Context: an optimization exercise on an open-source flow, tuned for small area and a short achievable clock period. The choices shown serve that exercise and are no tape-out recipe.
The RTL was checked by simulation tests, not by an equivalence proof against the original design.

==> inputs of sierra <==
## Datapath
module Datapath(Clk, Reset, PC_Counter, IM_out, DMem_Addr, DMem_WData, DMem_WMask, DMem_Read, DMem_RData,
                Reg_Write, RegWrite_or, Write_Reg);
export LEC_CHECK = 0
export CAP_MARGIN = 30
export CORE_MARGIN = 2
export CORE_UTILIZATION = 60
export CTS_BUF_LIST = sky130_fd_sc_hd__clkbuf_8
export SLEW_MARGIN = 30
export SYNTH_HIERARCHICAL = 1
export SYNTH_MINIMUM_KEEP_SIZE = 0
create_clock -name core_clock -period 25.0 [get_ports {Clk}]
standard.sh (not shown) runs the stock make flow with config.mk's settings and CLKGATE_MAP_FILE= SYNTH_SCRIPT=/design/flow/synth_recipe.tcl, a recipe that flattens the netlist after the stock synthesis.
==> flow/flow/run.sh <==
#!/bin/bash
# The standard layout (standard.sh: the standard flow's synthesis and ORFS flow, unchanged
# scripts), with two layout settings given through the environment:
#  - the port buffers that buffer_ports inserts on every input and output are
#    buf_2 cells instead of the default delay-buffer cells.
# The make/ORFS output goes to standard.log here; ORFS's per-step logs are in
# orfs/logs/.
set -euo pipefail
export SETUP_SLACK_MARGIN=8
export BUFFER_PORTS_ARGS="-buffer_cell sky130_fd_sc_hd__buf_2"
bash standard.sh > standard.log 2>&1
==> tundra (differences from sierra) <==
==> flow/run.sh (new file) <==
#!/bin/bash
# synth_recipe.tcl (not shown) runs the flow's synth.tcl, then flattens the netlist and writes it again
# the make line also repeats each setting of config.mk as NAME=value (left out here)
make -C /OpenROAD-flow-scripts/flow DESIGN_CONFIG=/design/flow/config.mk WORK_HOME=/design/flow/orfs CLKGATE_MAP_FILE= SYNTH_SCRIPT=/design/flow/synth_recipe.tcl finish
CTS_BUF_LIST = not set   (was sky130_fd_sc_hd__clkbuf_8)
SETUP_SLACK_MARGIN = 5   (was not set)
removed: flow/flow/run.sh
removed: flow/standard.sh
==> qor summary <==
Run status: tundra no timing/DRC/antenna violations; sierra no timing/DRC/antenna violations
# resized after CTS: tundra 9; sierra 561
CP Launch Point: tundra IM_out[19]; sierra IM_out[25]
WP data arrival: tundra 14960 ps; sierra 12430 ps
Register fraction of the total cell area: tundra 32.7%; sierra 30.6%
Met2 track demand over resource in global routing: tundra 70.8%; sierra 73.7%
Relative slew margins: tundra 18.9%; sierra 23.5%
Terminus of the critical flop-to-flop path: tundra Hi[25]; sierra Hi[13]
Worst Skew: tundra 76.7 ps; sierra 67.7 ps
Total Routing Usage GR: tundra 48.4%; sierra 52.0%
Wirelength per Cell: tundra 39.5 microns; sierra 40.8 microns
ANT cells: tundra 12; sierra 18
Layout buffer count excluding clock buffers: tundra 465; sierra 792
Hold Crit Start: tundra PC[0]; sierra PC[1]
Initial DRC count: tundra 12561; sierra 14571
Metal3 WL: tundra 54.9 mm; sierra 65.1 mm
Routed metal-1 wire length: tundra 131 mm; sierra 136 mm
Fin Hold WS: tundra 552 ps; sierra 580 ps
Worst min-delay path endpoint: tundra PC[0]; sierra PC[1]
Clock Root Buffer: tundra sky130_fd_sc_hd__clkbuf_16; sierra sky130_fd_sc_hd__clkbuf_8
Routed wire length on met2: tundra 165 mm; sierra 172 mm

* * *

==> branch maple <==
Datapath again, from the RTL that the note above started with.
export LEC_CHECK = 0
export CAP_MARGIN = 30
export CORE_MARGIN = 2
export CORE_UTILIZATION = 60
export CTS_BUF_LIST = sky130_fd_sc_hd__clkbuf_8
export SLEW_MARGIN = 30
export SYNTH_HIERARCHICAL = 1
export SYNTH_MINIMUM_KEEP_SIZE = 0
create_clock -name core_clock -period 25.0 [get_ports {Clk}]
==> flow/flow/run.sh <==
#!/bin/bash
# The standard layout (standard.sh: the standard flow's synthesis and ORFS flow, unchanged
# scripts), with two layout settings given through the environment:
#  - the port buffers that buffer_ports inserts on every input and output are
#    buf_2 cells instead of the default delay-buffer cells.
# The make/ORFS output goes to standard.log here; ORFS's per-step logs are in
# orfs/logs/.
set -euo pipefail
export SETUP_SLACK_MARGIN=7.5
export BUFFER_PORTS_ARGS="-buffer_cell sky130_fd_sc_hd__buf_2"
bash standard.sh > standard.log 2>&1
==> branch willow (differences from branch maple) <==
--- a/flow/flow/run.sh
+++ b/flow/flow/run.sh
@@ -6,6 +6,6 @@
 # The make/ORFS output goes to standard.log here; ORFS's per-step logs are in
 # orfs/logs/.
 set -euo pipefail
-export SETUP_SLACK_MARGIN=7.5
+export SETUP_SLACK_MARGIN=7
 export BUFFER_PORTS_ARGS="-buffer_cell sky130_fd_sc_hd__buf_2"
 bash standard.sh > standard.log 2>&1
==> summary of the runs <==
Of branch maple and branch willow, branch maple has the higher global-route usage (gap 0.91 points).
Final cell count: branch maple is larger than branch willow (about 1.5%).
In clock-buffer cell count, branch willow and branch maple do not differ.
Sequential cell count is the same in branch willow and branch maple.
In branch willow the hold slack is higher than in branch maple, by 0.0051 ns.
Against branch willow, the critical path depth of branch maple is higher by 4.
==> figures <==
| metric | branch maple | branch willow |
|---|---|---|
| Biggest cell delay along the critical path | 0.57 ns | 0.54 ns |
| Run status | finished clean | finished clean |
| Reg-to-reg critical path startpoint | RF[11][3] | RF[15][13] |
| Final Non-Filler Cells | 10000 | 9901 |
| Share of the final layout cell area in sequential cells | 0.314 | 0.322 |
| Worst Hold Margin | 0.600 ns | 0.605 ns |
| Crit path to | Reg_Write[18] | Reg_Write[31] |
| Net count, final | 8739 | 8600 |
| Final Util | 0.680 | 0.661 |
| Combined area of the multi-input logic cells | 56600 µm² | 55700 µm² |
| Proportion of layout cells with a drive suffix above 1 | 0.232 | 0.203 |

==> static timing again, ports no longer ideal <==
How much do the figures lean on ideal ports? The routed layouts below were timed once more, with nothing changed but the port constraints.
Step 1, drivers: a clkbuf_16 drives Clk and a buf_2 each remaining input, both assumed.
Step 2 adds t to the input delays and takes it off the output delays; t is the mean of the earliest and latest rising clock arrival at the registers after step 1. Input paths then give back, and output paths get back, about the clock's delay inside the block.
a / b / c = no drivers / after step 1 / after step 2; a / b = the first two.
run | shift t [ns] | slack for setup (ns) | worst hold slack (ns) | pins driven straight from the clock port
sierra | 1.020 | 7.571 / 7.288 / 7.288 | 0.580 / 0.580 / 0.580 | 1
tundra | 0.839 | 5.036 / 5.010 / 5.010 | 0.552 / 0.552 / 0.552 | 1
branch maple | 1.020 | 7.339 / 7.050 / 7.050 | 0.600 / 0.600 / 0.600 | 1
branch willow | 1.015 | 6.918 / 6.707 / 6.707 | 0.605 / 0.605 / 0.605 | 1
After both steps every run listed still meets setup and hold. For branch maple, which loses most, drivers alone change the setup slack by -0.289 ns; drivers and shift together by -0.289 ns.
